Context: an optimization exercise on an open-source flow, tuned for small area and a short achievable clock period. The choices shown serve that exercise and are no tape-out recipe. Only simulation tests tie the RTL to the original design; equivalence was not proved. Power is estimated from default activity; no workload was simulated.

[design.v]
module CLA_4bit (
    input  logic [3:0]  a,
    input  logic [3:0]  b,
    input  logic        cin,
    output logic [3:0]  sum,
    output logic        o_p,
    output logic        o_g
);
    logic [3:0] w_g, w_p;
    logic [3:0] w_c;
    assign w_g = a & b;
    assign w_p = a ^ b;
        assign w_c[0] = cin;
        assign w_c[1] = w_g[0] | (w_p[0] & w_c[0]);
        assign w_c[2] = w_g[1] | (w_p[1] & w_g[0]) | (w_p[1] & w_p[0] & w_c[0]);
        assign w_c[3] = w_g[2] | (w_p[2] & w_g[1]) | (w_p[2] & w_p[1] & w_g[0]) | (w_p[2] & w_p[1] & w_p[0] & w_c[0]);
    assign sum = w_p ^ w_c;
    assign o_p = &w_p;
    assign o_g = w_g[3] | (w_p[3] & w_g[2]) | (w_p[3] & w_p[2] & w_g[1]) | (w_p[3] & w_p[2] & w_p[1] & w_g[0]) | (w_p[3] & w_p[2] & w_p[1] & w_p[0] & w_c[0]);
endmodule
module CLA_8bit(
    input  logic        i_carry,
    input  logic [7:0]  i_data_a,
    input  logic [7:0]  i_data_b,
    output logic [7:0]  o_sum,
    output logic        o_carry
);
    logic [1:0] w_P, w_G;
    logic w_C;
    CLA_4bit CLA_4BIT_UNIT_0 (
        .a      (i_data_a[3:0]),
        .b      (i_data_b[3:0]),
        .cin    (i_carry),
        .sum    (o_sum[3:0]),
        .o_p    (w_P[0]),
        .o_g    (w_G[0])
    );
    assign w_C = w_G[0] | (w_P[0] & i_carry);
    CLA_4bit CLA_4BIT_UNIT_1 (
        .a      (i_data_a[7:4]),
        .b      (i_data_b[7:4]),
        .cin    (w_C),
        .sum    (o_sum[7:4]),
        .o_p    (w_P[1]),
        .o_g    (w_G[1])
    );
    assign o_carry = w_G[1] | (w_P[1] & (w_G[0] | (w_P[0] & i_carry)));
endmodule
module CLA_28bit(
    input logic         i_carry,
    input logic [27:0]  i_data_a,
    input logic [27:0]  i_data_b,
    output logic [27:0] o_sum,
    output logic        o_carry
);
logic [7:0] w_c;
logic [6:0] w_p;
logic [6:0] w_g;
genvar i;
generate
    assign w_c[0] = i_carry;
    CLA_4bit CLA_4BIT_UNIT_0 (
        .a      (i_data_a[3:0]),
        .b      (i_data_b[3:0]),
        .cin    (w_c[0]),
        .sum    (o_sum[3:0]),
        .o_p    (w_p[0]),
        .o_g    (w_g[0])
    );
    assign w_c[1] = w_g[0] | (w_p[0] & w_c[0]);
    for (i = 1; i < 7; i = i + 1) begin : CLA_BLOCK_GEN
        CLA_4bit CLA_4BIT_UNIT_1 (
            .a      (i_data_a[(i*4)+3 : i*4]),
            .b      (i_data_b[(i*4)+3 : i*4]),
            .cin    (w_c[i]),
            .sum    (o_sum[(i*4)+3 : i*4]),
            .o_p    (w_p[i]),
            .o_g    (w_g[i])
        );        
        assign w_c[i+1] = w_g[i] | (w_p[i] & w_c[i]);
    end
endgenerate
assign o_carry = w_c[7];
endmodule
module COMP_2bit(
    input  logic [1:0] i_data_a,
    input  logic [1:0] i_data_b,
    output logic       o_less,
    output logic       o_equal
);
    assign o_less  = ((~(i_data_a[1] | i_data_a[0])) & i_data_b[0]) | (~i_data_a[0] & (i_data_b[1] & i_data_b[0])) | (~i_data_a[1] & i_data_b[1]);
    assign o_equal = ~|(i_data_a ^ i_data_b);
endmodule
module COMP_4bit(
    input  logic [3:0] i_data_a,
    input  logic [3:0] i_data_b,
    output logic       o_less,
    output logic       o_equal
);
    logic w_less_low, w_equal_low;
    logic w_less_high, w_equal_high;
    COMP_2bit u_low (
        .i_data_a (i_data_a[1:0]),
        .i_data_b (i_data_b[1:0]),
        .o_less   (w_less_low),
        .o_equal  (w_equal_low)
    );
    COMP_2bit u_high (
        .i_data_a (i_data_a[3:2]),
        .i_data_b (i_data_b[3:2]),
        .o_less   (w_less_high),
        .o_equal  (w_equal_high)
    );
    assign o_less  = w_less_high | (w_equal_high & w_less_low);
    assign o_equal = w_equal_high & w_equal_low;
endmodule
module COMP_8bit (
    input  logic [7:0] i_data_a,
    input  logic [7:0] i_data_b,
    output logic                 o_less
);
    logic w_less_low, w_equal_low;
    logic w_less_high, w_equal_high;
    COMP_4bit u_low (
        .i_data_a (i_data_a[3:0]),
        .i_data_b (i_data_b[3:0]),
        .o_less   (w_less_low),
        .o_equal  (w_equal_low)
    );
    COMP_4bit u_high (
        .i_data_a (i_data_a[7:4]),
        .i_data_b (i_data_b[7:4]),
        .o_less   (w_less_high),
        .o_equal  (w_equal_high)
    );
    assign o_less = w_less_high | (w_equal_high & w_less_low);
endmodule
module COMP_28bit (
    input  logic [27:0] i_data_a,
    input  logic [27:0] i_data_b,
    output logic                 o_less  
);
    logic w_less_0_0, w_less_0_1, w_less_0_2, w_less_0_3, w_less_0_4, w_less_0_5, w_less_0_6;
    logic w_equal_0_0, w_equal_0_1, w_equal_0_2, w_equal_0_3, w_equal_0_4, w_equal_0_5, w_equal_0_6;
    COMP_4bit u_i_data_0 (
        .i_data_a (i_data_a[3:0]),
        .i_data_b (i_data_b[3:0]),
        .o_less   (w_less_0_0),
        .o_equal  (w_equal_0_0)
    );
    COMP_4bit u_i_data_1 (
        .i_data_a (i_data_a[7:4]),
        .i_data_b (i_data_b[7:4]),
        .o_less   (w_less_0_1),
        .o_equal  (w_equal_0_1)
    );
    COMP_4bit u_i_data_2 (
        .i_data_a (i_data_a[11:8]),
        .i_data_b (i_data_b[11:8]),
        .o_less   (w_less_0_2),
        .o_equal  (w_equal_0_2)
    );
    COMP_4bit u_i_data_3 (
        .i_data_a (i_data_a[15:12]),
        .i_data_b (i_data_b[15:12]),
        .o_less   (w_less_0_3),
        .o_equal  (w_equal_0_3)
    );
    COMP_4bit u_i_data_4 (
        .i_data_a (i_data_a[19:16]),
        .i_data_b (i_data_b[19:16]),
        .o_less   (w_less_0_4),
        .o_equal  (w_equal_0_4)
    );
    COMP_4bit u_i_data_5 (
        .i_data_a (i_data_a[23:20]),
        .i_data_b (i_data_b[23:20]),
        .o_less   (w_less_0_5),
        .o_equal  (w_equal_0_5)
    );
    COMP_4bit u_i_data_6 (
        .i_data_a (i_data_a[27:24]),
        .i_data_b (i_data_b[27:24]),
        .o_less   (w_less_0_6),
        .o_equal  (w_equal_0_6)
    );
    assign o_less = w_less_0_6
                  | (w_equal_0_6 & w_less_0_5)
                  | (w_equal_0_6 & w_equal_0_5 & w_less_0_4)
                  | (w_equal_0_6 & w_equal_0_5 & w_equal_0_4 & w_less_0_3)
                  | (w_equal_0_6 & w_equal_0_5 & w_equal_0_4 & w_equal_0_3 & w_less_0_2)
                  | (w_equal_0_6 & w_equal_0_5 & w_equal_0_4 & w_equal_0_3 & w_equal_0_2 & w_less_0_1)
                  | (w_equal_0_6 & w_equal_0_5 & w_equal_0_4 & w_equal_0_3 & w_equal_0_2 & w_equal_0_1 & w_less_0_0);
endmodule
module EXP_swap (
    input logic [7:0]     i_data_a        ,
    input logic [7:0]     i_data_b        ,
    output logic                    o_compare       ,    
    output logic [7:0]    o_less_data     ,
    output logic [7:0]    o_greater_data  
);
COMP_8bit COMP_LESS_UNIT (
    .i_data_a       (i_data_a),
    .i_data_b       (i_data_b),
    .o_less         (o_compare)
);
always_comb begin
    o_less_data     = (o_compare) ? i_data_a : i_data_b;
    o_greater_data  = (o_compare) ? i_data_b : i_data_a;
end
endmodule
module EXP_sub (
    input logic [7:0]   i_data_a,
    input logic [7:0]   i_data_b,
    output logic [7:0]  o_sub        
);
logic [7:0] w_data_b;
assign w_data_b = ~(i_data_b);
CLA_8bit CLA_8BIT_UNIT (
    .i_carry    (1'b1),
    .i_data_a   (i_data_a),
    .i_data_b   (w_data_b),
    .o_sum      (o_sub),
    .o_carry    ()
);
endmodule
module MAN_swap (
    input logic [23:0]         i_man_a     ,
    input logic [23:0]         i_man_b     ,
    input logic                     i_compare   ,
    output logic [23:0]     o_man_max   ,
    output logic [23:0]     o_man_min   
);
assign o_man_max    = i_compare ? i_man_b : i_man_a;
assign o_man_min    = i_compare ? i_man_a : i_man_b;
endmodule
module MAN_swap_2 (
    input logic [27:0]         i_man_a     ,
    input logic [27:0]         i_man_b     ,
    input logic                     i_compare   ,
    output logic [27:0]     o_man_max   ,
    output logic [27:0]     o_man_min   
);
assign o_man_max    = i_compare ? i_man_b : i_man_a;
assign o_man_min    = i_compare ? i_man_a : i_man_b;
endmodule
module SHF_right_28bit (
    input  logic [4:0] i_shift_number,
    input  logic [27:0]  i_data, 
    output logic [27:0]  o_data
);
localparam  SIZE_SHIFT = 5 ;
localparam  SIZE_DATA  = 28;
    logic [SIZE_DATA-1:0] stage [SIZE_SHIFT:0];
    assign stage[0] = i_data;
    genvar i;
    generate
        for (i = 0; i < SIZE_SHIFT; i++) begin : GEN_SHIFT
            localparam SHIFT_AMT = (1 << i);
            always_comb begin
                if (i_shift_number[i])
                    stage[i+1] = { {SHIFT_AMT{1'b0}}, stage[i][SIZE_DATA-1:SHIFT_AMT] };
                else
                    stage[i+1] = stage[i];
            end
        end
    endgenerate
    assign o_data = stage[SIZE_SHIFT];
endmodule
module SHF_left_28bit (
    input  logic [4:0] i_shift_number,
    input  logic [27:0]  i_data, 
    output logic [27:0]  o_data
);
localparam  SIZE_DATA  = 28;
localparam  SIZE_SHIFT = 5 ;
    logic [SIZE_DATA-1:0] stage [SIZE_SHIFT:0];
    assign stage[0] = i_data;
    genvar i;
    generate
        for (i = 0; i < SIZE_SHIFT; i++) begin : GEN_SHIFT
            localparam SHIFT_AMT = (1 << i);
            always_comb begin
                if (i_shift_number[i])
                    stage[i+1] = { stage[i][SIZE_DATA-1-SHIFT_AMT:0], {SHIFT_AMT{1'b0}} };
                else
                    stage[i+1] = stage[i];
            end
        end
    endgenerate
    assign o_data = stage[SIZE_SHIFT];
endmodule
module SIGN_unit (
    input logic             i_add_sub       ,
    input logic             i_comp_man      ,
    input logic             i_sign_man_a    ,
    input logic             i_sign_man_b    ,
    output logic            o_sign_s        
);
assign o_sign_s = (~i_add_sub & i_sign_man_b & i_comp_man) | (i_add_sub & ~i_sign_man_b & i_comp_man) | (i_sign_man_a & ~i_comp_man);
endmodule
module MAN_ALU #(
    parameter NUM_OP    = 1 
)(
    input logic [NUM_OP-1:0]    i_fpu_op        ,
    input logic                 i_sign_a        ,
    input logic                 i_sign_b        ,
    input logic [27:0]  i_man_max       ,
    input logic [27:0]  i_man_min       ,
    output logic [27:0] o_man_alu       ,
    output logic                o_overflow       
);
logic w_i_carry;
logic [27:0] w_n_man_b;
logic [27:0] w_i_man_b;
logic w_overflow;
assign w_i_carry = i_fpu_op ? ~(i_sign_a ^ i_sign_b) : (i_sign_a ^ i_sign_b);
assign w_n_man_b = ~(i_man_min);
assign w_i_man_b = w_i_carry ? w_n_man_b : i_man_min;
CLA_28bit ALU_SUB_UNIT (
    .i_carry        (w_i_carry),
    .i_data_a       (i_man_max),
    .i_data_b       (w_i_man_b),
    .o_sum          (o_man_alu),
    .o_carry        (w_overflow)
);
assign o_overflow = w_i_carry ? 1'b0 : w_overflow;
endmodule
module LOPD_4bit(
    input logic [3:0]       i_data  ,
    output logic [1:0]      o_pos_one,
    output logic            o_zero_flag
);
assign o_zero_flag = ~(i_data[3]|i_data[2]|(i_data[1]|i_data[0])) ;
assign o_pos_one[1] = (i_data[0] | i_data[1])&(~i_data[2])&(~i_data[3]);
assign o_pos_one[0] = ((~i_data[3])&i_data[2]) | ((~i_data[3])&(~i_data[1])&(i_data[0]));
endmodule
module LOPD_8bit(
    input logic [7:0]       i_data  ,
    output logic [2:0]      o_pos_one,
    output logic            o_zero_flag
);
logic w_zero_flag_0;
logic [1:0] w_pos_one_0;
LOPD_4bit LOPD_4bit_unit_0 (
    .i_data         (i_data[3:0]),
    .o_pos_one      (w_pos_one_0),
    .o_zero_flag    (w_zero_flag_0)
);
logic w_zero_flag_1;
logic [1:0] w_pos_one_1;
LOPD_4bit LOPD_4bit_unit_1 (
    .i_data         (i_data[7:4]),
    .o_pos_one      (w_pos_one_1),
    .o_zero_flag    (w_zero_flag_1)
);
logic [2:0] w_o_pos_one;
assign o_zero_flag = w_zero_flag_0 & w_zero_flag_1;
assign w_o_pos_one[2] = w_zero_flag_1;
assign w_o_pos_one[1] = w_zero_flag_1 ? w_pos_one_0[1] : w_pos_one_1[1];
assign w_o_pos_one[0] = w_zero_flag_1 ? w_pos_one_0[0] : w_pos_one_1[0];
assign o_pos_one = o_zero_flag ? '0 : w_o_pos_one;
endmodule
module LOPD_16bit(
    input logic [15:0]       i_data  ,
    output logic [3:0]      o_pos_one,
    output logic            o_zero_flag
);
logic [2:0]         w_pos_one_0;  
logic               w_zero_flag_0;
LOPD_8bit LOPD_8bit_unit_0(
    .i_data         (i_data[7:0]),
    .o_pos_one      (w_pos_one_0),
    .o_zero_flag    (w_zero_flag_0)
);
logic [2:0]         w_pos_one_1;  
logic               w_zero_flag_1;
LOPD_8bit LOPD_8bit_unit_1(
    .i_data         (i_data[15:8]),
    .o_pos_one      (w_pos_one_1),
    .o_zero_flag    (w_zero_flag_1)
);
logic [3:0] w_o_pos_one;
assign o_zero_flag = w_zero_flag_0 & w_zero_flag_1;
assign w_o_pos_one[3] = w_zero_flag_1;
assign w_o_pos_one[2] = w_zero_flag_1 ? w_pos_one_0[2] : w_pos_one_1[2];
assign w_o_pos_one[1] = w_zero_flag_1 ? w_pos_one_0[1] : w_pos_one_1[1];
assign w_o_pos_one[0] = w_zero_flag_1 ? w_pos_one_0[0] : w_pos_one_1[0];
assign o_pos_one = o_zero_flag ? '0 : w_o_pos_one;
endmodule
module LOPD_24bit (
    input logic [23:0]     i_data          ,
    output logic [4:0]    o_one_position  ,
    output logic                    o_zero_flag      
);
logic [15:0]     LOPD16_i_data;
assign LOPD16_i_data = i_data[23:8];
logic [3:0]      LOPD16_o_pos_one;
logic            LOPD16_o_zero_flag;
LOPD_16bit LOPD_16bit_UNIT_MSB (
    .i_data             (LOPD16_i_data),
    .o_pos_one          (LOPD16_o_pos_one),
    .o_zero_flag        (LOPD16_o_zero_flag)
);
logic [7:0]      LOPD8_i_data;
assign LOPD8_i_data = i_data[7:0];
logic [2:0]      LOPD8_o_pos_one;
logic            LOPD8_o_zero_flag;
LOPD_8bit LOPD_8bit_UNIT_LSB (
    .i_data             (LOPD8_i_data),
    .o_pos_one          (LOPD8_o_pos_one),
    .o_zero_flag        (LOPD8_o_zero_flag)
);
logic [4:0]        w_o_one_position;
assign o_zero_flag         = LOPD16_o_zero_flag & LOPD8_o_zero_flag;
assign w_o_one_position[4] = LOPD16_o_zero_flag;
assign w_o_one_position[3] = LOPD16_o_zero_flag ? 1'b0               : LOPD16_o_pos_one[3];
assign w_o_one_position[2] = LOPD16_o_zero_flag ? LOPD8_o_pos_one[2] : LOPD16_o_pos_one[2];
assign w_o_one_position[1] = LOPD16_o_zero_flag ? LOPD8_o_pos_one[1] : LOPD16_o_pos_one[1];
assign w_o_one_position[0] = LOPD16_o_zero_flag ? LOPD8_o_pos_one[0] : LOPD16_o_pos_one[0];
assign o_one_position = o_zero_flag ? 5'b11111 : w_o_one_position;
endmodule
module EXP_adjust (
    input  logic                    i_overflow  ,
    input  logic                    i_underflow ,
    input  logic                    i_zero_flag ,
    input  logic [7:0]    i_lopd_value,
    input  logic [7:0]     i_exp_value ,
    output logic [7:0]     o_exp_result
);
logic [7:0] w_exp_result;
logic w_i_carry;
assign w_i_carry = ~(i_overflow | i_underflow);
logic [7:0] w_data_b;
assign w_data_b = i_overflow ? 8'b0000_0001 : (i_underflow ? '0 : ~(i_lopd_value));
CLA_8bit CLA_8BIT_UNIT (
    .i_carry    (w_i_carry),
    .i_data_a   (i_exp_value),
    .i_data_b   (w_data_b),
    .o_sum      (w_exp_result),
    .o_carry    ()
);
assign o_exp_result = i_zero_flag ? 8'h00 : w_exp_result;
endmodule
module NORMALIZATION_unit (
    input logic                     i_overflow      ,
    input logic                     i_zero_flag     ,
    input logic [4:0]     i_one_position  ,
    input logic [27:0]     i_mantissa      ,
    output logic [27:0]    o_mantissa       
);
logic [27:0] w_shift_left;
SHF_left_28bit  SHF_left_28bit_unit (
    .i_shift_number     (i_one_position),
    .i_data             (i_mantissa), 
    .o_data             (w_shift_left)
);
assign o_mantissa = i_zero_flag ? '0 : (i_overflow ? {1'b1, i_mantissa[27:1]} : (~i_mantissa[27] ? w_shift_left : i_mantissa) );
endmodule
module RND_add (
    input logic [23:0]     i_data  ,
    input logic                     i_carry ,
    output logic [23:0]    o_data  ,
    output logic                    o_carry  
);
    logic [23:0] w_carry;
    assign w_carry[0] = i_carry;
    genvar i;
    generate
        for (i = 1; i < 24; i++) begin : proc_propage_one
            assign w_carry[i] = (&i_data[i-1:0]) & w_carry[0];
        end
    endgenerate
    assign o_data = i_data ^ w_carry;
    assign o_carry = (&i_data) & w_carry[0];
endmodule
module ROUNDING_unit (
    input logic [27:0]          i_man           ,
    output logic [23:0]  o_man_result    ,
    output logic                        o_ov_flow       
);
localparam SIZE_MAN          = 28;
localparam SIZE_MAN_RESULT   = 24;
logic [SIZE_MAN_RESULT-1:0] w_man_temp;
assign w_man_temp = i_man[SIZE_MAN-1:SIZE_MAN-SIZE_MAN_RESULT];
logic w_guard_bit, w_round_bit, w_sticky_bit;
assign w_guard_bit = i_man[3];
assign w_round_bit = i_man[2];
assign w_sticky_bit= i_man[1] | i_man[0];
logic w_rounding_result;
assign w_rounding_result = (w_guard_bit & w_round_bit) | (w_round_bit & w_sticky_bit);
RND_add  INCREASE_ROUNDING (
    .i_data         (w_man_temp),
    .i_carry        (w_rounding_result),
    .o_data         (o_man_result),
    .o_carry        (o_ov_flow) 
);
endmodule
module PSC_unit(
    input logic                     i_add_sub   ,
    input logic                     i_sign_a    ,
    input logic [7:0]               i_exp_a     ,
    input logic [23:0]              i_man_a     ,
    input logic                     i_sign_b    ,
    input logic [7:0]               i_exp_b     ,
    input logic [23:0]              i_man_b     ,
    output logic                    o_sel_exp   ,
    output logic [1:0]              o_sel_man    
);
logic w_E_one_A, w_E_one_B;
logic w_M_zero_A, w_M_zero_B;
assign w_E_one_A    = &i_exp_a;
assign w_E_one_B    = &i_exp_b;
assign w_M_zero_A   = ~|i_man_a[22:0];
assign w_M_zero_B   = ~|i_man_b[22:0];
assign o_sel_exp = (~i_sign_b & w_E_one_B & ~w_M_zero_B) | (~i_sign_a & w_E_one_A & ~w_M_zero_A) | (w_E_one_A & w_M_zero_A & w_E_one_B & w_M_zero_B);
assign o_sel_man[1] = (~i_sign_b & w_E_one_B & ~w_M_zero_B) | (~i_sign_a & w_E_one_A & ~w_M_zero_A & ~i_sign_b) | (~i_add_sub & ~i_sign_a & w_E_one_A & ~w_M_zero_A & ~w_M_zero_B) | (~i_add_sub & ~i_sign_a & w_E_one_A & w_E_one_B & w_M_zero_B) | (~i_sign_a & w_E_one_A & ~w_M_zero_A & w_E_one_B) | (~i_sign_a & w_E_one_A & ~i_sign_b & w_E_one_B) | (i_add_sub & i_sign_a & w_E_one_A & w_M_zero_A & i_sign_b & w_E_one_B & w_M_zero_B);
assign o_sel_man[0] = (~i_add_sub & ~i_sign_a & w_E_one_A & w_M_zero_A & ~i_sign_b & w_E_one_B & w_M_zero_B) | (~i_add_sub & i_sign_a & w_E_one_A & w_M_zero_A & i_sign_b & w_E_one_B & w_M_zero_B) | (i_add_sub & ~i_sign_a & w_E_one_A & w_M_zero_A & i_sign_b & w_E_one_B & w_M_zero_B) | (i_add_sub & i_sign_a & w_E_one_A & w_M_zero_A & ~i_sign_b & w_E_one_B & w_M_zero_B);
endmodule
module FPU_unit #(
    parameter NUM_OP    = 1
)(
    input logic [NUM_OP-1:0]    i_add_sub       ,
    input logic [31:0]          i_32_a          ,
    input logic [31:0]          i_32_b          ,
    output logic [31:0]         o_32_s          ,
    output logic                o_ov_flag       ,
    output logic                o_un_flag        
);
logic w_sign_a, w_sign_b;
logic [7:0] w_exponent_a, w_exponent_b;
logic [23:0] w_mantissa_a, w_mantissa_b;
assign w_sign_a = i_32_a[31];
assign w_sign_b = i_32_b[31];
assign w_exponent_a = i_32_a[30:23];
assign w_exponent_b = i_32_b[30:23]; 
assign w_mantissa_a = {1'b1, i_32_a[22:0]};
assign w_mantissa_b = {1'b1, i_32_b[22:0]};
logic w_sign_result;
logic [7:0] w_exponent_result;
logic [23:0] w_mantissa_result;
logic w_EXPSWAP_compare;
logic [7:0] w_EXPSWAP_max, w_EXPSWAP_min;
logic [7:0] w_EXPSUB_diff_value;
logic [23:0] w_MAN_SWAP1_max, w_MAN_SWAP1_min;
logic [27:0] w_MAN_SHF_RIGHT_min, w_MAN_SHF_RIGHT_max;
logic w_MAN_COMP_28BIT_less;
logic w_MAN_PRE_SWAP_BY_MAN_compara;
logic [27:0] w_MAN_PRE_SWAP_BY_MAN_max,      w_MAN_PRE_SWAP_BY_MAN_min;
logic [27:0] w_MAN_ALU_man;
logic        w_MAN_ALU_overflow;
logic [4:0] w_LOPD_24BIT_one_position;
logic       w_LOPD_24BIT_zero_flag;
logic [7:0] w_EXP_ADJUST_result;
logic [27:0] w_NORMALIZATION_man;
logic [23:0] w_ROUNDING_man;
logic        w_ROUNDING_ov_flow;
logic                    PSC_o_sel_exp;
logic [1:0]              PSC_o_sel_man;
EXP_swap EXP_SWAP_UNIT (
    .i_data_a           (w_exponent_a),
    .i_data_b           (w_exponent_b),
    .o_compare          (w_EXPSWAP_compare),    
    .o_less_data        (w_EXPSWAP_min),
    .o_greater_data     (w_EXPSWAP_max) 
);
EXP_sub  EXP_SUB_UNIT(
    .i_data_a           (w_EXPSWAP_max),
    .i_data_b           (w_EXPSWAP_min),
    .o_sub              (w_EXPSUB_diff_value)
);
 MAN_swap MAN_PRE_SWAP_BY_EXPONENT_UNIT (
    .i_man_a            (w_mantissa_a),
    .i_man_b            (w_mantissa_b),
    .i_compare          (w_EXPSWAP_compare),
    .o_man_max          (w_MAN_SWAP1_max),
    .o_man_min          (w_MAN_SWAP1_min)
);
assign w_MAN_SHF_RIGHT_max = {w_MAN_SWAP1_max, 4'b0};
SHF_right_28bit  SHF_RIGHT_28BIT_UNIT (
    .i_shift_number     (w_EXPSUB_diff_value[4:0]),
    .i_data             ({w_MAN_SWAP1_min, 4'b0}), 
    .o_data             (w_MAN_SHF_RIGHT_min)
);
COMP_28bit MAN_COMP_28BIT_UNIT (
    .i_data_a           (w_MAN_SHF_RIGHT_max),
    .i_data_b           (w_MAN_SHF_RIGHT_min),
    .o_less             (w_MAN_COMP_28BIT_less)
);
assign w_MAN_PRE_SWAP_BY_MAN_compara = w_MAN_COMP_28BIT_less;
MAN_swap_2  MAN_PRE_SWAP_BY_MAN_UNIT (
    .i_man_a            (w_MAN_SHF_RIGHT_max),   
    .i_man_b            (w_MAN_SHF_RIGHT_min),   
    .i_compare          (w_MAN_PRE_SWAP_BY_MAN_compara),
    .o_man_max          (w_MAN_PRE_SWAP_BY_MAN_max),
    .o_man_min          (w_MAN_PRE_SWAP_BY_MAN_min)
);
SIGN_unit SIGN_OUT(
    .i_add_sub       (i_add_sub),
    .i_comp_man      (w_MAN_COMP_28BIT_less | w_EXPSWAP_compare),
    .i_sign_man_a    (w_sign_a),
    .i_sign_man_b    (w_sign_b),
    .o_sign_s        (w_sign_result) 
);
MAN_ALU #(
    .NUM_OP         (NUM_OP)
) MAN_ALU_UNIT (
    .i_fpu_op           (i_add_sub),
    .i_sign_a           (w_sign_a),
    .i_sign_b           (w_sign_b),
    .i_man_max          (w_MAN_PRE_SWAP_BY_MAN_max),
    .i_man_min          (w_MAN_PRE_SWAP_BY_MAN_min),
    .o_man_alu          (w_MAN_ALU_man),
    .o_overflow         (w_MAN_ALU_overflow)
);
LOPD_24bit LOPD_24BIT_UNIT (
    .i_data             (w_MAN_ALU_man[27:4]),
    .o_one_position     (w_LOPD_24BIT_one_position),
    .o_zero_flag        (w_LOPD_24BIT_zero_flag)
);
EXP_adjust EXP_ADJUST_UNIT (
    .i_overflow         (o_ov_flag),
    .i_underflow        (w_MAN_ALU_man[27]),
    .i_zero_flag        (w_LOPD_24BIT_zero_flag),
    .i_lopd_value       ({3'b0, w_LOPD_24BIT_one_position}),
    .i_exp_value        (w_EXPSWAP_max),
    .o_exp_result       (w_EXP_ADJUST_result)
);
NORMALIZATION_unit NORMALIZATION_UNIT (
    .i_overflow         (w_MAN_ALU_overflow),
    .i_zero_flag        (w_LOPD_24BIT_zero_flag),
    .i_one_position     (w_LOPD_24BIT_one_position),
    .i_mantissa         (w_MAN_ALU_man),
    .o_mantissa         (w_NORMALIZATION_man) 
);
ROUNDING_unit ROUNDING_UNIT (
    .i_man              (w_NORMALIZATION_man),
    .o_man_result       (w_ROUNDING_man),
    .o_ov_flow          (w_ROUNDING_ov_flow)
);
PSC_unit PSC_UNIT(
    .i_add_sub          (i_add_sub),
    .i_sign_a           (w_sign_a),
    .i_exp_a            (w_exponent_a),
    .i_man_a            (w_mantissa_a),
    .i_sign_b           (w_sign_b),
    .i_exp_b            (w_exponent_b),
    .i_man_b            (w_mantissa_b),
    .o_sel_exp          (PSC_o_sel_exp),
    .o_sel_man          (PSC_o_sel_man) 
);
assign w_exponent_result = PSC_o_sel_exp ? 8'hFF : w_EXP_ADJUST_result; 
Mux_4_to_1 SEL_MANTISSA_FOR_RESULT (
    .i_sel          (PSC_o_sel_man),
    .i_data_00      (w_ROUNDING_man),
    .i_data_01      (24'h000000),
    .i_data_10      (24'h000001),
    .i_data_11      (w_ROUNDING_man),
    .o_data         (w_mantissa_result) 
);
assign o_32_s = {w_sign_result, w_exponent_result, w_mantissa_result[22:0]};
assign o_ov_flag = w_MAN_ALU_overflow | w_ROUNDING_ov_flow;
assign o_un_flag = ~w_MAN_ALU_man[27];
endmodule
module Mux_4_to_1 (
    input logic [1:0]               i_sel    ,
    input logic [23:0]     i_data_00,
    input logic [23:0]     i_data_01,
    input logic [23:0]     i_data_10,
    input logic [23:0]     i_data_11,
    output logic [23:0]    o_data    
);
logic [23:0] w_o_data;
always_comb begin : proc_mux_4_to_1
    case (i_sel)
        2'b00: 
            w_o_data = i_data_00;
        2'b01:
            w_o_data = i_data_01;
        2'b10:
            w_o_data = i_data_10;
        2'b11:
            w_o_data = i_data_11; 
        default: 
            w_o_data = i_data_00;
    endcase
end
assign o_data = w_o_data;
endmodule
module FPU_top  #(
    parameter NUM_OP    = 1
)(
    input logic                 i_clk           ,
    input logic                 i_rst_n         ,
    input logic [NUM_OP-1:0]    i_add_sub       ,
    input logic [31:0]          i_32_a          ,
    input logic [31:0]          i_32_b          ,
    output logic [31:0]         o_32_s          ,
    output logic                o_ov_flag       ,
    output logic                o_un_flag
);
logic        w_sa, w_sb, w_sbe, w_eff_sub;
logic [7:0]  w_ea, w_eb;
logic [22:0] w_fa, w_fb;
logic [8:0]  w_dab;
logic [4:0]  w_dba;
logic        w_exp_lt;
logic [4:0]  w_shamt;
logic        w_sh0, w_f_lt, w_f_gt, w_swap2, w_sign, w_near;
logic [7:0]  w_emax;
logic [22:0] w_big, w_small;
logic        w_sel_exp;
logic [1:0]  w_sel_man;
assign w_sa = i_32_a[31];
assign w_sb = i_32_b[31];
assign w_ea = i_32_a[30:23];
assign w_eb = i_32_b[30:23];
assign w_fa = i_32_a[22:0];
assign w_fb = i_32_b[22:0];
assign w_sbe     = w_sb ^ i_add_sub[0];
assign w_eff_sub = w_sa ^ w_sbe;
assign w_dab    = {1'b0, w_ea} - {1'b0, w_eb};
assign w_dba    = w_eb[4:0] - w_ea[4:0];
assign w_exp_lt = w_dab[8];
assign w_shamt  = w_exp_lt ? w_dba : w_dab[4:0];
assign w_emax   = w_exp_lt ? w_eb : w_ea;
assign w_sh0    = (w_ea[4:0] == w_eb[4:0]);
assign w_f_lt   = w_fa < w_fb;
assign w_f_gt   = w_fb < w_fa;
assign w_big    = w_exp_lt ? w_fb : w_fa;
assign w_small  = w_exp_lt ? w_fa : w_fb;
assign w_swap2  = w_eff_sub & w_sh0 & (w_exp_lt ? w_f_gt : w_f_lt);
assign w_sign   = (w_exp_lt | (w_sh0 & w_f_lt)) ? w_sbe : w_sa;
assign w_near   = w_eff_sub & ~|w_shamt[4:1];
PSC_unit PSC_UNIT(
    .i_add_sub          (i_add_sub[0]),
    .i_sign_a           (w_sa),
    .i_exp_a            (w_ea),
    .i_man_a            ({1'b1, w_fa}),
    .i_sign_b           (w_sb),
    .i_exp_b            (w_eb),
    .i_man_b            ({1'b1, w_fb}),
    .o_sel_exp          (w_sel_exp),
    .o_sel_man          (w_sel_man)
);
logic [22:0] r_big, r_small;
logic [4:0]  r_shamt;
logic [7:0]  r_emax;
logic        r_sign, r_eff_sub, r_swap2, r_near, r_sel_exp;
logic [1:0]  r_sel_man;
always_ff @( posedge i_clk ) begin
    r_big       <= w_big;
    r_small     <= w_small;
    r_shamt     <= w_shamt;
    r_emax      <= w_emax;
    r_sign      <= w_sign;
    r_eff_sub   <= w_eff_sub;
    r_swap2     <= w_swap2;
    r_near      <= w_near;
    r_sel_exp   <= w_sel_exp;
    r_sel_man   <= w_sel_man;
end
logic [27:0] w_A, w_Bf;
logic [27:0] w_sh [5:0];
logic [27:0] w_Rf, w_Nf;
logic        w_coutf, w_ovf, w_zerof, w_rndf, w_rnd_ovf;
logic [7:0]  w_expf;
assign w_A = {1'b1, r_big, 4'b0};
assign w_sh[0] = {1'b1, r_small, 4'b0} ^ {28{r_eff_sub}};
genvar gi;
generate
    for (gi = 0; gi < 5; gi++) begin : GEN_RSHIFT
        assign w_sh[gi+1] = r_shamt[gi] ? {{(1<<gi){r_eff_sub}}, w_sh[gi][27:(1<<gi)]} : w_sh[gi];
    end
endgenerate
assign w_Bf = w_sh[5];
assign {w_coutf, w_Rf} = {1'b0, w_A} + {1'b0, w_Bf} + {28'd0, r_eff_sub};
assign w_ovf   = ~r_eff_sub & w_coutf;
assign w_zerof = ~|w_Rf[27:4];
assign w_Nf = w_ovf ? {1'b1, w_Rf[27:1]} : (w_Rf[27] ? w_Rf : {w_Rf[26:0], 1'b0});
assign w_rndf    = ~w_zerof & w_Nf[2] & (w_Nf[3] | w_Nf[1] | w_Nf[0]);
assign w_rnd_ovf = w_rndf & (&w_Nf[27:4]);
always_comb begin
    if (w_zerof)                  w_expf = 8'h00;
    else if (w_ovf | w_rnd_ovf)   w_expf = r_emax + 8'd1;
    else if (w_Rf[27])            w_expf = r_emax;
    else                          w_expf = r_emax - 8'd1;
end
logic [27:0] w_Bn, w_Sn, w_Rn, w_Nn;
logic [4:0]  w_lz;
logic        w_zeron;
logic [7:0]  w_expn;
assign w_Bn = r_shamt[0] ? {1'b0, 1'b1, r_small, 3'b0} : {1'b1, r_small, 4'b0};
assign w_Sn = w_A + ~w_Bn + {27'd0, ~r_swap2};
assign w_Rn = w_Sn ^ {28{r_swap2}};
logic [31:0] w_lzd_in;
assign w_lzd_in = {w_Rn[27:4], 8'hFF};
logic [15:0] w_v1;  logic [15:0] w_p1;
logic [7:0]  w_v2;  logic [1:0]  w_p2 [7:0];
logic [3:0]  w_v3;  logic [2:0]  w_p3 [3:0];
logic [1:0]  w_v4;  logic [3:0]  w_p4 [1:0];
generate
    for (gi = 0; gi < 16; gi++) begin : GEN_LZ1
        assign w_v1[gi] = w_lzd_in[2*gi+1] | w_lzd_in[2*gi];
        assign w_p1[gi] = ~w_lzd_in[2*gi+1];
    end
    for (gi = 0; gi < 8; gi++) begin : GEN_LZ2
        assign w_v2[gi] = w_v1[2*gi+1] | w_v1[2*gi];
        assign w_p2[gi] = w_v1[2*gi+1] ? {1'b0, w_p1[2*gi+1]} : {1'b1, w_p1[2*gi]};
    end
    for (gi = 0; gi < 4; gi++) begin : GEN_LZ3
        assign w_v3[gi] = w_v2[2*gi+1] | w_v2[2*gi];
        assign w_p3[gi] = w_v2[2*gi+1] ? {1'b0, w_p2[2*gi+1]} : {1'b1, w_p2[2*gi]};
    end
    for (gi = 0; gi < 2; gi++) begin : GEN_LZ4
        assign w_v4[gi] = w_v3[2*gi+1] | w_v3[2*gi];
        assign w_p4[gi] = w_v3[2*gi+1] ? {1'b0, w_p3[2*gi+1]} : {1'b1, w_p3[2*gi]};
    end
endgenerate
assign w_lz    = w_v4[1] ? {1'b0, w_p4[1]} : {1'b1, w_p4[0]};
assign w_zeron = ~|w_Rn[27:4];
logic [27:0] w_ls [5:0];
assign w_ls[5] = w_Rn;
generate
    for (gi = 4; gi >= 0; gi--) begin : GEN_LSHIFT
        assign w_ls[gi] = w_lz[gi] ? {w_ls[gi+1][27-(1<<gi):0], {(1<<gi){1'b0}}} : w_ls[gi+1];
    end
endgenerate
assign w_Nn = w_ls[0];
assign w_expn = w_zeron ? 8'h00 : (r_emax - {3'b0, w_lz});
logic [22:0] w_man_pre;
logic        w_rnd_sel, w_ov_flag, w_un_flag;
logic [7:0]  w_exp;
always_comb begin
    case (r_sel_man)
        2'b01:   begin w_man_pre = 23'd0; w_rnd_sel = 1'b0;  end
        2'b10:   begin w_man_pre = 23'd1; w_rnd_sel = 1'b0;  end
        default: begin
            w_man_pre = r_near ? w_Nn[26:4] : w_Nf[26:4];
            w_rnd_sel = ~r_near & w_rndf;
        end
    endcase
end
assign w_exp     = r_sel_exp ? 8'hFF : (r_near ? w_expn : w_expf);
assign w_ov_flag = ~r_near & (w_ovf | w_rnd_ovf);
assign w_un_flag = r_near ? ~w_Rn[27] : ~w_Rf[27];
logic        q_sign, q_rnd;
logic [7:0]  q_exp;
logic [22:0] q_man;
always_ff @( posedge i_clk or negedge i_rst_n ) begin
    if(~i_rst_n) begin
        q_sign              <= '0;
        q_exp               <= '0;
        q_man               <= '0;
        q_rnd               <= '0;
        o_ov_flag           <= '0;
        o_un_flag           <= '0;
    end else begin
        q_sign              <= r_sign;
        q_exp               <= w_exp;
        q_man               <= w_man_pre;
        q_rnd               <= w_rnd_sel;
        o_ov_flag           <= w_ov_flag;
        o_un_flag           <= w_un_flag;
    end
end
assign o_32_s = {q_sign, q_exp, q_man + {22'd0, q_rnd}};
endmodule
[run.sh]
#!/bin/bash
# synth_recipe.tcl (not shown) runs the flow's synth.tcl, then flattens the netlist and writes it again
# the make line also repeats each setting of config.mk as NAME=value (left out here)
make -C /OpenROAD-flow-scripts/flow DESIGN_CONFIG=/design/flow/config.mk WORK_HOME=/design/flow/orfs CLKGATE_MAP_FILE= SYNTH_SCRIPT=/design/flow/synth_recipe.tcl finish
[config.mk]
export PLATFORM = sky130hd
export DESIGN_NAME = FPU_top
export DESIGN_NICKNAME = FPU_top
export VERILOG_FILES = /design/flow/design.v
export SDC_FILE = /design/flow/constraint.sdc
export NUM_CORES = 4
export LEC_CHECK = 0
export CAP_MARGIN = 20
export CORE_MARGIN = 2
export CORE_UTILIZATION = 40
export PLACE_DENSITY = 0.6
export SLEW_MARGIN = 20
[constraint.sdc]
create_clock -name core_clock -period 15.0 [get_ports {i_clk}]
set_input_delay 3.0000 -clock core_clock [delete_from_list [all_inputs] [get_ports {i_clk}]]
set_output_delay 3.0000 -clock core_clock [all_outputs]
set_load 0.01 [all_outputs]
==> flow_metrics.tcl, run 1 <==
set metrics [dict create \
    run_status "timing/DRC/antenna clean" \
    insertion_delay_ns 0.38 \
    cts_buffer_depth 2 \
    postSynthRegisterBits 101 \
    rsz0062_at_grt "no" \
    power.internal_uw 1290 \
    layout.filler_cells 3313 \
    slowest_delay_ns 1.00 \
    first_iter_violations 1401 \
    kind_of_cell_adding_the_most_delay_to_the_critical_path "compound AO/OA/AOI/OAI gates" \
    vertical_die_dimension_um 186 \
    cts.sinks 101 \
    power_density_nw_per_um2 197 \
    detailed_place_hpwl_mm 39.0 \
    finalSetupViolations 0 \
    final.min_clock_period_ns 7.50 \
    power_switching_share_pct 55.4 \
    clock_tree.htree_level_count 3 \
    critPathLaunchType "flop" \
    ir_worst_vdd_mv 0.0835 \
    post_route_cells_drive_above_1_share_pct 7.26 \
    clock_tree.root_cell "sky130_fd_sc_hd__clkbuf_16" \
    number_of_enable_type_register_cells_in_the_synthesized_netlist 0 \
    area_growth_pct 11.0 \
    route.antenna.remaining_nets 0 \
    timing.final.hold_violations 0 \
    synth_flop_cell "sky130_fd_sc_hd__dfxtp_1" \
    post-route-cell-area_um2 14700 \
    drcViolationCount 0 \
    worst_setup_hold_path_clk_slew_ns 0.08 \
    routedWlPerCell_um 21.7 \
    critPathKind "reg -> reg" \
    dpl-instance-area_um2 14400 \
    synth_seq_area_share_pct 16.6 \
    io_pins 101 \
    drt-total-wl_mm 48.4 \
    async_flop_share_pct 34.7 \
    worst_slew_pin_slew_ns 0.994 \
    num_rows 66 \
    postCtsSetupRepairBufs 0 \
    initial_cell_density_of_the_core_pct 40.7 \
    seqPwrFrac_pct 14.2 \
    clock.fmax_mhz 133 \
    grt_pass1_vias 12839 \
    postSynthAreaPerCell_um2 7.49 \
    final_max_slew_viol_count 0 \
    synth.distinct_cells 102 \
    grt_remaining_overflow 0 \
    final_estimated_routing_congestion_in_global_placement 0.994 \
    worst_path_max_delay_cell "sky130_fd_sc_hd__dfxtp_2" \
    cp_data_required_time_ns 15.25 \
    slew_headroom_pct 32.9 \
    power.clock.fraction_pct 8.1 \
    synthCells 1769 \
    track_usage_pct 28.1 \
    die_area_um2 34600 \
    sequential_cell_area_um2 2200 \
    fp.coreArea_um2 32500 \
    ys_warnings 6 \
    drt-vias-per-instance 6.20 \
    timing.clock.skew_ns 0.0153 \
    routed-via-count 13835 \
    multi_input_comb_area_um2 10300 \
    post_cts_hold_buffer_count 0 \
    power.switching_uw 1610 \
    worst_ep_arrival_time_ns 7.75 \
    crit_path_max_fanout 41 \
    cts-buffers-inserted 9 \
    timing.max_cap.violations 0 \
    pin_count_of_the_biggest_net_entering_global_routing 94 \
    synthesis.area_um2 13200 \
    power.leakage_uw 0.00608 \
    post_cts_resized 0 \
    critPathCaptureType "flop" \
    min-delay-path-class "reg -> reg" \
    comb_power_share_pct 77.7 \
    nNetsFinal 1949 \
    dieWidth_um 186 \
    setup-tns-final_ns 0 \
    dr.pass1.iters 5 \
    cp.buffers_inverters 2 \
    syn-num-nets 1933 \
    placement.io_buffers 100 \
    grt_antenna_before_repair 0 \
    tritoncts "done" \
    grt_pass1_wl_mm 74.6 \
    final.period_utilization_pct 50.0 \
    worst_hold_margin_ns 0.335 \
]
## power by group through the flow
stage / clock (uW) / sequential, uW / combinational, uW
6_report: 234 / 412 / 2250
4_1_cts: 239 / 411 / 2190
5_1_grt: 250 / 420 / 2420
3_5_place_dp: 0 / 417 / 2180
2_1_floorplan: 0 / 390 / 1540
3_3_place_gp: 0 / 415 / 2190
## metrics by stage
| step | util [%] | instances | total power (uW) | setup WS, ns |
|---|---|---|---|---|
| after floorplan | - | 1769 | 1930 | 8.80 |
| after global placement | 44.3 | 2216 | 2600 | 7.59 |
| after detailed placement | 44.3 | 2216 | 2600 | 7.56 |
| after CTS | 45.2 | 2232 | 2840 | 7.53 |
| after global routing | 45.2 | 2232 | 3090 | 6.84 |
| final | 45.2 | 2233 | 2900 | 7.50 |
## worst register-to-register path: stages (launching register included)
cell and delay (ns):
sky130_fd_sc_hd__dfxtp_2 1.00, sky130_fd_sc_hd__inv_1 0.36, sky130_fd_sc_hd__ha_1 0.34, sky130_fd_sc_hd__a21o_1 0.18
sky130_fd_sc_hd__a21o_1 0.17, sky130_fd_sc_hd__a21oi_1 0.21, sky130_fd_sc_hd__o21ai_0 0.10, sky130_fd_sc_hd__a31oi_1 0.45
sky130_fd_sc_hd__o21ai_0 0.20, sky130_fd_sc_hd__xnor2_1 0.48, sky130_fd_sc_hd__nand4bb_1 0.28, sky130_fd_sc_hd__o2111ai_1 0.79
sky130_fd_sc_hd__o21bai_1 0.22, sky130_fd_sc_hd__nand3_1 0.47, sky130_fd_sc_hd__inv_2 0.40, sky130_fd_sc_hd__ha_1 0.25
sky130_fd_sc_hd__nor2b_1 0.05, sky130_fd_sc_hd__o21ai_0 0.14, sky130_fd_sc_hd__nand2b_1 0.10, sky130_fd_sc_hd__a21o_1 0.22
sky130_fd_sc_hd__a21o_1 0.21, sky130_fd_sc_hd__nor3_1 0.18, sky130_fd_sc_hd__xnor2_1 0.14, sky130_fd_sc_hd__o21ai_0 0.11
sky130_fd_sc_hd__a221oi_1 0.26, sky130_fd_sc_hd__nand2b_1 0.08
## layout by cell type (no fill, tap or decap), drive strengths merged, types with 13 or more instances in the layout
cell type        n
nand3           61
mux2i           72
or3             14
and3            19
nor2b           16
mux2            37
and2            15
ha              94
nor2           124
xor2            30
dfrtp           35
buf             13
a31oi           23
xnor2           91
nor3            43
a21oi          124
clkdlybuf4s50   99
nand4           34
o31ai           16
nor4            30
inv             84
a21o            57
dfxtp           66
o21ai          146
a211oi          20
o211ai          26
nand2b          13
nand2          184
o21a            14
## logic make-up after synthesis
| family | after synthesis | share of synthesized area (%) |
|---|---|---|
| muxes | 118 | 10.3 |
| and+or+nand+nor | 597 | 22.4 |
| xor gates and xnor gates | 121 | 8.06 |
| buffers and inverters | 189 | 6.09 |
| adders and majority gates | 97 | 9.33 |
| DFF | 101 | 16.6 |
| AOI/OAI and AO/OA | 546 | 27.2 |
## state kept, by name, indices dropped and copies added, names as in the netlist, 2 cells and up
name       cells
q_man         23
r_big         23
r_small       23
q_exp          8
r_emax         8
r_shamt        5
r_sel_man      2
## path summary, 6_finish.rpt
kind                                   to     from  slack, ns  cells after the start
worst max register to register   q_exp[7]  r_swap2       7.50                     25
max in group asynchronous       q_man[12]  i_rst_n      11.67                      1
worst min register to register     q_sign   r_sign       0.34                      0
worst max-delay path             q_exp[7]  r_swap2       7.50                     25
min in group asynchronous        q_exp[3]  i_rst_n       2.75                      1
worst min-delay path               q_sign   r_sign       0.34                      0
## Yosys cell counts, types with 35 or more instances
cell / number / area [um2]
sky130_fd_sc_hd__nand2_1: 182 / 683
sky130_fd_sc_hd__o21ai_0: 139 / 696
sky130_fd_sc_hd__nor2_1: 122 / 458
sky130_fd_sc_hd__a21oi_1: 121 / 606
sky130_fd_sc_hd__ha_1: 94 / 1180
sky130_fd_sc_hd__xnor2_1: 90 / 788
sky130_fd_sc_hd__inv_1: 79 / 297
sky130_fd_sc_hd__clkbuf_1: 71 / 267
sky130_fd_sc_hd__mux2i_1: 69 / 691
sky130_fd_sc_hd__dfxtp_1: 66 / 1320
sky130_fd_sc_hd__nand3_1: 61 / 305
sky130_fd_sc_hd__a21o_1: 57 / 428
sky130_fd_sc_hd__nor3_1: 41 / 205
sky130_fd_sc_hd__dfrtp_1: 35 / 876
sky130_fd_sc_hd__mux2_2: 35 / 394
## layer usage
metal  track usage, %  routed length, um  up-vias
met5             1.63                  0        -
met4             11.9               2020        0
met3             3.58               3550      106
met2             44.6              21500      672
met1             38.0              21300     6507
li1                 -                  -     6550
## area by class of cell
cell class | count | share of cell area, %
diodes | 1 | 0.0170
clock buffers | 10 | 1.63
clock inverters | 6 | 0.349
inverters | 82 | 2.09
multi-input cells | 1479 | 69.8
flip-flops and latches | 101 | 15.0
well taps | 442 | 3.76
repair buffers | 112 | 7.39
==> run 2, diff against run 1 <==
--- a/config.mk
+++ b/config.mk
@@ -7,2 +7,3 @@
 export LEC_CHECK = 0
+export ABC_AREA = 1
 export CAP_MARGIN = 20
==> flow_metrics.tcl, run 2 <==
set metrics [dict create \
    run_status "timing/DRC/antenna clean" \
    r2r_end "q_exp[6]" \
    critical_path.reg2reg.startpoint "r_shamt[0]" \
    dieWidth_um 185 \
    drt-total-wl_mm 47.7 \
    grt_antenna_before_repair 0 \
    ys_warnings 6 \
    finalSetupViolations 0 \
    pin_count_of_the_biggest_net_entering_global_routing 88 \
    final.period_utilization_pct 42.8 \
    grt_pass1_wl_mm 75.0 \
    track_usage_pct 28.2 \
    post_route_cells_drive_above_1_share_pct 3.55 \
    placement.io_buffers 100 \
    nNetsFinal 2443 \
    min_delay_worst_endpoint "q_sign" \
    setup-tns-final_ns 0 \
    worst_slew_pin_slew_ns 0.991 \
    synth.distinct_cells 57 \
    dr.pass1.iters 7 \
    critPathLaunchType "flop" \
    syn-num-nets 2407 \
    worst_setup_hold_path_clk_slew_ns 0.07 \
    min-delay-path-class "reg -> reg" \
    synth_area_leaders "sky130_fd_sc_hd__nand2_1 (19%), sky130_fd_sc_hd__nand3_1 (10%), sky130_fd_sc_hd__dfxtp_1 (10%), sky130_fd_sc_hd__ha_1 (9.0%), sky130_fd_sc_hd__inv_1 (6.9%)" \
    io_pins 101 \
    clock_tree.root_cell "sky130_fd_sc_hd__clkbuf_16" \
    ir_worst_vdd_mv 0.0803 \
    die_area_um2 34100 \
    cts.sinks 101 \
    layout.cells.most_common "sky130_fd_sc_hd__nand2_1" \
    final_estimated_routing_congestion_in_global_placement 0.998 \
    insertion_delay_ns 0.37 \
    drcViolationCount 0 \
    route.antenna.remaining_nets 0 \
    cts_buffer_depth 2 \
    crit_path_max_fanout 4 \
    critPathKind "reg -> out" \
    yosysTopAreaCell "sky130_fd_sc_hd__nand2_1" \
    power.leakage_uw 0.00719 \
    worst_hold_startpoint "r_sign" \
    postCtsSetupRepairBufs 0 \
    initial_cell_density_of_the_core_pct 40.4 \
    slew_headroom_pct 33.8 \
    postSynthRegisterBits 101 \
    fp.coreArea_um2 32400 \
    cts-buffers-inserted 9 \
    r2r.worst_path.cells 34 \
    rsz0062_at_grt "no" \
    routed-via-count 14892 \
    drt-vias-per-instance 5.46 \
    synthesis.area_um2 13100 \
    async_flop_share_pct 34.7 \
    timing.clock.skew_ns 0.00963 \
    timing.max_cap.violations 0 \
    post_cts_hold_buffer_count 0 \
    detailed_place_hpwl_mm 39.6 \
    routedWlPerCell_um 17.5 \
    synth_flop_cell "sky130_fd_sc_hd__dfxtp_1" \
    synth.top_cell.area_share_pct 18.6 \
    finalCoreUtilization_pct 44.9 \
    worst_ep_arrival_time_ns 3.41 \
    final.min_clock_period_ns 6.41 \
    mostFrequentLayoutCells "sky130_fd_sc_hd__nand2_1 (648), sky130_fd_sc_hd__nand3_1 (270), sky130_fd_sc_hd__inv_1 (239)" \
    first_iter_violations 1337 \
    num_rows 66 \
    grt_remaining_overflow 0 \
    grt_pass1_vias 13864 \
    power_density_nw_per_um2 197 \
    netlist_top_cells_count "sky130_fd_sc_hd__nand2_1 (649), sky130_fd_sc_hd__nand3_1 (270), sky130_fd_sc_hd__inv_1 (239)" \
    area_growth_pct 11.3 \
    antenna_cells 0 \
    synth_seq_area_share_pct 16.8 \
    vertical_die_dimension_um 185 \
    timing.final.hold_violations 0 \
    yosysMostFrequentCell "sky130_fd_sc_hd__nand2_1" \
    top_regs "q_man x23, r_big x23, r_small x23" \
    postSynthAreaPerCell_um2 5.83 \
    number_of_enable_type_register_cells_in_the_synthesized_netlist 0 \
    clock_tree.htree_level_count 3 \
    layout.filler_cells 3569 \
    clock.fmax_mhz 156 \
    number_of_cells_on_the_worst_hold_path 0 \
    timing.reg2reg.setup_slack_ns 8.68 \
    synthCells 2243 \
    cp_data_required_time_ns 12.00 \
    critPathCaptureType "output pin" \
    post_cts_resized 0 \
    final_max_slew_viol_count 0 \
    tritoncts "done" \
]
run 2: cell types whose count changed after synthesis, sizes merged, moves of 37 or more:
cell,change
xnor2,-61
mux2i,-68
nand2,+478
nand3,+215
mux2,-37
a21o,-52
nor2,+94
inv,+172
run 2: worst max path at each step:
stage                           from  slack [ns]  depth (start not counted)         end
after floorplan                q_rnd        9.73                         11  o_32_s[20]
after global placement    i_32_a[23]        8.91                         12      r_near
after detailed placement  i_32_a[23]        8.83                         12      r_near
after CTS                   q_man[0]        8.55                         12  o_32_s[20]
after global routing      r_shamt[0]        8.05                         34    q_exp[3]
final                          q_rnd        8.59                         12  o_32_s[20]
run 2: per-stage QoR:
stage	hold WS, ns	instance area (um2)	worst slack [ns]	instances	total power (uW)
finish	0.336	14500	8.59	2726	2870
detailed placement	0.331	14300	8.83	2710	2600
floorplan	0.316	13100	9.73	2243	1950
global route	0.341	14500	8.05	2726	3150
global placement	0.329	14300	8.91	2710	2600
CTS	0.340	14500	8.55	2726	2830
run 2: kinds of logic (layout without fill, tap and decap cells):
family	count (synthesis)	in the layout	synth area share [%]
compound gates	371	371	15.9
xor+xnor	94	94	6.36
fa+ha+maj	97	97	9.46
buf+inv	335	376	10.5
flops	101	101	16.8
mux	4	4	0.306
simple gates	1241	1241	40.7
run 2: layout make-up:
type                    count  area (um2)  share of cell area, %
repair buffers            108        1060                   7.26
inverters                 252         946                   6.51
multi-input cells        1807        9510                   65.4
well taps                 442         553                   3.80
flip-flops and latches    101        2200                   15.1
clock inverters             7        56.3                  0.387
clock buffers               9         225                   1.55
run 2: critical path: stages (launching register included):
cell and delay (ns):
sky130_fd_sc_hd__dfrtp_1 0.33, sky130_fd_sc_hd__ha_1 0.16, sky130_fd_sc_hd__ha_1 0.18, sky130_fd_sc_hd__nand3_1 0.11, sky130_fd_sc_hd__nand3b_1 0.20, sky130_fd_sc_hd__nor3_1 0.32, sky130_fd_sc_hd__inv_1 0.07, sky130_fd_sc_hd__nor4_1 0.36
sky130_fd_sc_hd__nand3_1 0.26, sky130_fd_sc_hd__nor2_1 0.22, sky130_fd_sc_hd__nand3_1 0.12, sky130_fd_sc_hd__xnor2_1 0.15, sky130_fd_sc_hd__clkdlybuf4s50_1 0.55
run 2: power breakdown:
group / total (uW) / leakage [uW] / switching (uW) / internal (uW)
Combinational: 2220 / 0.00610 / 1490 / 736
Clock: 226 / 0.000133 / 112 / 114
Sequential: 421 / 0.000949 / 75.1 / 346
Total: 2870 / 0.00719 / 1670 / 1200
run 2: layer usage:
layer / wire length (um) / global-route usage, % / vias to the layer above
met5: 0 / 0 / -
met4: 1570 / 9.75 / 0
met3: 2880 / 3.26 / 88
met2: 21100 / 45.7 / 496
met1: 22100 / 38.7 / 6848
li1: - / - / 7460
==> run 3, diff against run 2 <==
==> flow/run.sh (new file) <==
#!/bin/bash
set -euo pipefail
bash standard.sh SETUP_SLACK_MARGIN=9 finish > standard_flow.log 2>&1
==> standard.sh (new file) <==
#!/bin/bash
# synth_recipe.tcl (not shown) runs the flow's synth.tcl, then flattens the netlist and writes it again
# the make line also repeats each setting of config.mk as NAME=value (left out here)
make -C /OpenROAD-flow-scripts/flow DESIGN_CONFIG=/design/flow/config.mk WORK_HOME=/design/flow/orfs CLKGATE_MAP_FILE= SYNTH_SCRIPT=/design/flow/synth_recipe.tcl "${@:-finish}"
removed: run.sh
==> flow_metrics.tcl, run 3 <==
set metrics [dict create \
    finalSetupViolations 0 \
    grt_pass1_wl_mm 75.2 \
    run_status "timing/DRC/antenna clean" \
    placement.io_buffers 100 \
    netlist_top_cells_count "sky130_fd_sc_hd__nand2_1 (649), sky130_fd_sc_hd__nand3_1 (270), sky130_fd_sc_hd__inv_1 (239)" \
    final.period_utilization_pct 40.5 \
    syn-num-nets 2407 \
    synthCells 2243 \
    layout.cells.most_common "sky130_fd_sc_hd__nand2_1" \
    final_max_slew_viol_count 0 \
    antenna_cells 0 \
    critPathLaunchType "flop" \
    post_route_cells_drive_above_1_share_pct 4.91 \
    clock.fmax_mhz 165 \
    timing.max_cap.violations 0 \
    postSynthAreaPerCell_um2 5.83 \
    postSynthRegisterBits 101 \
    synth.top_cell.area_share_pct 18.6 \
    cts.sinks 101 \
    clock_tree.root_cell "sky130_fd_sc_hd__clkbuf_16" \
    number_of_enable_type_register_cells_in_the_synthesized_netlist 0 \
    clock_tree.htree_level_count 3 \
    yosysMostFrequentCell "sky130_fd_sc_hd__nand2_1" \
    setup-tns-final_ns 0 \
    nNetsFinal 2459 \
    insertion_delay_ns 0.37 \
    die_area_um2 34100 \
    power_density_nw_per_um2 196 \
    grt_remaining_overflow 0 \
    critPathKind "reg -> out" \
    async_flop_share_pct 34.7 \
    ys_warnings 6 \
    slew_headroom_pct 45.5 \
    drcViolationCount 0 \
    timing.clock.skew_ns 0.00919 \
    detailed_place_hpwl_mm 39.6 \
    yosysTopAreaCell "sky130_fd_sc_hd__nand2_1" \
    worst_slew_pin_slew_ns 0.809 \
    synth_area_leaders "sky130_fd_sc_hd__nand2_1 (19%), sky130_fd_sc_hd__nand3_1 (10%), sky130_fd_sc_hd__dfxtp_1 (10%), sky130_fd_sc_hd__ha_1 (9.0%), sky130_fd_sc_hd__inv_1 (6.9%)" \
    final.min_clock_period_ns 6.07 \
    synth.distinct_cells 57 \
    vertical_die_dimension_um 185 \
    place_inst 2710 \
    tritoncts "done" \
    cts_buffer_depth 2 \
    top_regs "q_man x23, r_big x23, r_small x23" \
    final_estimated_routing_congestion_in_global_placement 0.998 \
    io_pins 101 \
    drt-vias-per-instance 5.48 \
    worst_setup_hold_path_clk_slew_ns 0.07 \
    final-instance-count-excl-fill 2742 \
    multi_input_comb_area_um2 9620 \
    sequential_cell_area_um2 2200 \
    crit_path_max_fanout 4 \
    critPathCaptureType "output pin" \
    rsz0062_at_grt "yes" \
    dr.pass1.iters 6 \
    track_usage_pct 28.3 \
    grt_antenna_before_repair 0 \
    drt-total-wl_mm 48.2 \
    synthesis.area_um2 13100 \
    cts-buffers-inserted 9 \
    power.leakage_uw 0.00730 \
    route.antenna.remaining_nets 0 \
    area_growth_pct 13.4 \
    routed-via-count 15017 \
    dieWidth_um 185 \
    cp_data_required_time_ns 12.00 \
    post_cts_hold_buffer_count 0 \
    num_rows 66 \
    first_iter_violations 1581 \
    min-delay-path-class "reg -> reg" \
    mostFrequentLayoutCells "sky130_fd_sc_hd__nand2_1 (646), sky130_fd_sc_hd__nand3_1 (268), sky130_fd_sc_hd__inv_1 (237)" \
    pin_count_of_the_biggest_net_entering_global_routing 88 \
    fp.coreArea_um2 32400 \
    synth_seq_area_share_pct 16.8 \
    synth_flop_cell "sky130_fd_sc_hd__dfxtp_1" \
    worst_ep_arrival_time_ns 3.07 \
    timing.final.hold_violations 0 \
    grt_pass1_vias 13914 \
    routedWlPerCell_um 17.6 \
    initial_cell_density_of_the_core_pct 40.4 \
    ir_worst_vdd_mv 0.0793 \
    layout.filler_cells 3542 \
]
run 3: cell counts after synthesis:
No cell type changed its count.
run 3: worst max-delay path: stages (launching register included):
cell and delay, ns:
sky130_fd_sc_hd__dfrtp_1 0.33, sky130_fd_sc_hd__ha_1 0.16, sky130_fd_sc_hd__ha_1 0.18, sky130_fd_sc_hd__nand3_1 0.11, sky130_fd_sc_hd__nand3b_1 0.24, sky130_fd_sc_hd__nor3_4 0.20
sky130_fd_sc_hd__inv_1 0.11, sky130_fd_sc_hd__nor4_4 0.33, sky130_fd_sc_hd__nand3_2 0.16, sky130_fd_sc_hd__nor2_1 0.14, sky130_fd_sc_hd__xor2_1 0.18, sky130_fd_sc_hd__clkdlybuf4s50_1 0.56
run 3: per-layer routing:
metal	share of wire (%)	global-route usage, %	wire length (um)
met5	0	0	0
met3	6.8	3.26	3260
met1	46	38.7	21900
met4	3.6	9.75	1710
met2	44	46.0	21300
run 3: final timing paths:
path / startpoint / to / slack (ns) / depth (start not counted)
worst max register to register: r_eff_sub / q_exp[6] / 9.35 / 34
max in group asynchronous: i_rst_n / q_exp[5] / 11.78 / 1
min in group asynchronous: i_rst_n / q_man[13] / 2.71 / 1
worst min-delay path: r_sign / q_sign / 0.34 / 0
worst max-delay path: q_rnd / o_32_s[22] / 8.93 / 11
worst min register to register: r_sign / q_sign / 0.34 / 0
run 3: final cells by class:
class | count | share of cell area (%)
Clock buffer | 9 | 1.52
Clock inverter | 7 | 0.380
Inverter | 252 | 6.50
Multi-Input combinational cell | 1808 | 64.9
Sequential cell | 101 | 14.9
Tap cell | 442 | 3.73
Timing Repair Buffer | 121 | 7.99
Timing Repair inverter | 2 | 0.0845
run 3: through the flow:
step,hold WS (ns),worst slack [ns],total power (uW),cell area [um2],utilization [%]
after floorplan,0.316,9.73,1950,13100,-
after CTS,0.340,8.94,2840,14600,45.1
after global routing,0.341,8.74,3190,14800,45.8
final,0.336,8.93,2910,14800,45.8
after global placement,0.329,8.91,2600,14300,44.0
after detailed placement,0.331,8.83,2600,14300,44.0
run 3: logic make-up (layout without fill, tap and decap cells):
group / Yosys count / in the layout / share of synthesized area [%]
buf+inv: 335 / 391 / 10.5
simple gates: 1241 / 1242 / 40.7
compound gates: 371 / 371 / 15.9
fa+ha+maj: 97 / 97 / 9.46
mux: 4 / 4 / 0.306
xor+xnor: 94 / 94 / 6.36
flops: 101 / 101 / 16.8
run 3: repair_timing:
action,CTS,global route
setup endpoints to repair,13,17
resized for setup,9,34
cloned,0,3
setup buffers,1,12
pin swaps,1,4
run 3: where the power goes:
group | leakage, uW | total [uW] | switching, uW | internal [uW]
clock | 0.000133 | 226 | 112 | 114
combinational | 0.00622 | 2260 | 1510 | 751
sequential | 0.000949 | 424 | 78.1 | 346
total | 0.00730 | 2910 | 1700 | 1210
==> run 4, diff against run 3 <==
==> flow/run.sh (replaced) <==
#!/bin/bash
set -euo pipefail
bash standard.sh SETUP_SLACK_MARGIN=10 finish > standard_flow.log 2>&1
==> flow_metrics.tcl, run 4 <==
set metrics [dict create \
    run_status "timing/DRC/antenna clean" \
    critPathCaptureType "output pin" \
    netlist_top_cells_count "sky130_fd_sc_hd__nand2_1 (649), sky130_fd_sc_hd__nand3_1 (270), sky130_fd_sc_hd__inv_1 (239)" \
    syn-num-nets 2407 \
    rsz0062_at_grt "yes" \
    tritoncts "done" \
    multi_input_comb_area_um2 10900 \
    critPathKind "reg -> out" \
    routed-via-count 15949 \
    clock_tree.root_cell "sky130_fd_sc_hd__clkbuf_16" \
    cts-buffers-inserted 9 \
    timing.max_cap.violations 0 \
    placement.io_buffers 100 \
    cts.sinks 101 \
    postSynthRegisterBits 101 \
    grt_pass1_vias 14707 \
    cp_data_required_time_ns 12.00 \
    post_route_cells_drive_above_1_share_pct 17.0 \
    synth_seq_area_share_pct 16.8 \
    pin_count_of_the_biggest_net_entering_global_routing 44 \
    first_iter_violations 1861 \
    slew_headroom_pct 43.9 \
    met3_usage_pct 4.31 \
    route.antenna.remaining_nets 0 \
    finalSetupViolations 0 \
    synth_area_leaders "sky130_fd_sc_hd__nand2_1 (19%), sky130_fd_sc_hd__nand3_1 (10%), sky130_fd_sc_hd__dfxtp_1 (10%), sky130_fd_sc_hd__ha_1 (9.0%), sky130_fd_sc_hd__inv_1 (6.9%)" \
    initial_cell_density_of_the_core_pct 40.4 \
    use_met2_pct 50.1 \
    async_flop_share_pct 34.7 \
    cts_buffer_depth 2 \
    ir_worst_vdd_mv 0.0734 \
    dieWidth_um 185 \
    timing.clock.skew_ns 0.0106 \
    vertical_die_dimension_um 185 \
    power_density_nw_per_um2 197 \
    layout.cells.most_common "sky130_fd_sc_hd__nand2_1" \
    yosysTopAreaCell "sky130_fd_sc_hd__nand2_1" \
    layout.filler_cells 3279 \
    grt_remaining_overflow 0 \
    worst_setup_hold_path_clk_slew_ns 0.07 \
    worst_slew_pin_slew_ns 0.842 \
    grt_antenna_before_repair 0 \
    drt-vias-per-instance 5.63 \
    post_cts_hold_buffer_count 0 \
    worst_ep_arrival_time_ns 2.53 \
    sequential_cell_area_um2 2210 \
    synth_flop_cell "sky130_fd_sc_hd__dfxtp_1" \
    timing.final.hold_violations 0 \
    num_rows 66 \
    synth.distinct_cells 57 \
    area_growth_pct 29.8 \
    nNetsFinal 2550 \
    top_regs "q_man x23, r_big x23, r_small x23" \
    mostFrequentLayoutCells "sky130_fd_sc_hd__nand2_1 (623), sky130_fd_sc_hd__nand3_1 (260), sky130_fd_sc_hd__inv_1 (226)" \
    power.leakage_uw 0.00808 \
    critPathLaunchType "flop" \
    final.min_clock_period_ns 5.53 \
    antenna_cells 0 \
    grt_pass1_wl_mm 79.2 \
    synthCells 2243 \
    detailed_place_hpwl_mm 39.7 \
    final_estimated_routing_congestion_in_global_placement 1.01 \
    insertion_delay_ns 0.37 \
    number_of_enable_type_register_cells_in_the_synthesized_netlist 0 \
    setup-tns-final_ns 0 \
    clock.fmax_mhz 181 \
    ys_warnings 6 \
    yosysMostFrequentCell "sky130_fd_sc_hd__nand2_1" \
    grt_most_used_layer "met2" \
    clock_tree.htree_level_count 3 \
    dr.pass1.iters 6 \
]
-- run 4: cell count changes in the layout (fill, tap and decap cells not counted), moves of 25 or more --
cell                              before  now
sky130_fd_sc_hd__o21ai_0             165  126
sky130_fd_sc_hd__buf_4                18   82
sky130_fd_sc_hd__o21ai_1               3   30
sky130_fd_sc_hd__clkdlybuf4s50_1      95   67
sky130_fd_sc_hd__a21oi_2               1   26
sky130_fd_sc_hd__ha_1                 94   61
sky130_fd_sc_hd__a21oi_1             114   88
-- run 4: path summary, 6_finish.rpt --
| path | start | to | slack [ns] | cells past startpoint |
|---|---|---|---|---|
| setup / recovery | q_rnd | o_32_s[18] | 9.47 | 12 |
| hold / removal | r_sign | q_sign | 0.33 | 0 |
| setup reg to reg | r_shamt[0] | q_exp[5] | 10.09 | 28 |
| hold reg to reg | r_sign | q_sign | 0.33 | 0 |
| max in group asynchronous | i_rst_n | q_sign | 11.73 | 1 |
| min in group asynchronous | i_rst_n | q_man[13] | 2.73 | 1 |
-- run 4: power by group --
group	total, uW	switching (uW)	internal (uW)
registers	435	89.2	346
clock network	234	117	117
logic	2680	1710	966
-- run 4: cells by family after synthesis --
family / synth area share [%]
flops: 16.8
buf+inv: 10.5
fa+ha+maj: 9.46
xor+xnor: 6.36
compound gates: 15.9
mux: 0.306
simple gates: 40.7
-- run 4: stage by stage --
step	cells	setup WS [ns]	util, %	total power (uW)	area [um2]
after global routing	2833	9.27	52.4	3610	17000
after floorplan	2243	9.96	-	1950	13100
after global placement	2710	8.78	44.1	2600	14300
final	2833	9.47	52.4	3350	17000
after CTS	2775	9.29	48.0	2960	15500
after detailed placement	2710	8.81	44.1	2600	14300
-- run 4: critical path, stage by stage, from the launching register on --
cell	delay, ns
sky130_fd_sc_hd__dfrtp_1	0.34
sky130_fd_sc_hd__ha_2	0.20
sky130_fd_sc_hd__ha_4	0.15
sky130_fd_sc_hd__nand3_4	0.07
sky130_fd_sc_hd__nand3b_1	0.20
sky130_fd_sc_hd__nor3_2	0.16
sky130_fd_sc_hd__inv_1	0.10
sky130_fd_sc_hd__nor4_4	0.20
sky130_fd_sc_hd__nand3_2	0.18
sky130_fd_sc_hd__buf_6	0.17
sky130_fd_sc_hd__nor3_4	0.11
sky130_fd_sc_hd__xor2_1	0.14
sky130_fd_sc_hd__buf_2	0.14
-- run 4: layer usage --
metal  wire length, um  share of wire [%]
met1             22700                 43
met2             24300                 46
met3              4080                7.7
met4              2210                4.1
met5                 0                  0
-- run 4: what timing repair did --
| action | CTS | global route |
|---|---|---|
| resized for setup | 169 | 244 |
| setup buffers | 37 | 51 |
| pin swaps | 39 | 86 |
| cloned | 12 | 7 |
| endpoints found under the setup margin | 108 | 38 |
-- run 4: final cells by class --
class                   instances  area share (%)
repair inverters                4           0.199
clock inverters                 7           0.391
multi-input cells            1815            64.2
well taps                     442            3.26
repair buffers                203            11.7
flip-flops and latches        101            13.0
inverters                     252            5.90
clock buffers                   9            1.33

Re-timed with assumed drivers on the ports (clkbuf_16 on the clock, buf_2 on other inputs), run 4 has 9.422 ns of setup slack against 9.473 ns with ideal ports, and 9.677 ns once port delays also move by the mid clock arrival of 0.416 ns.
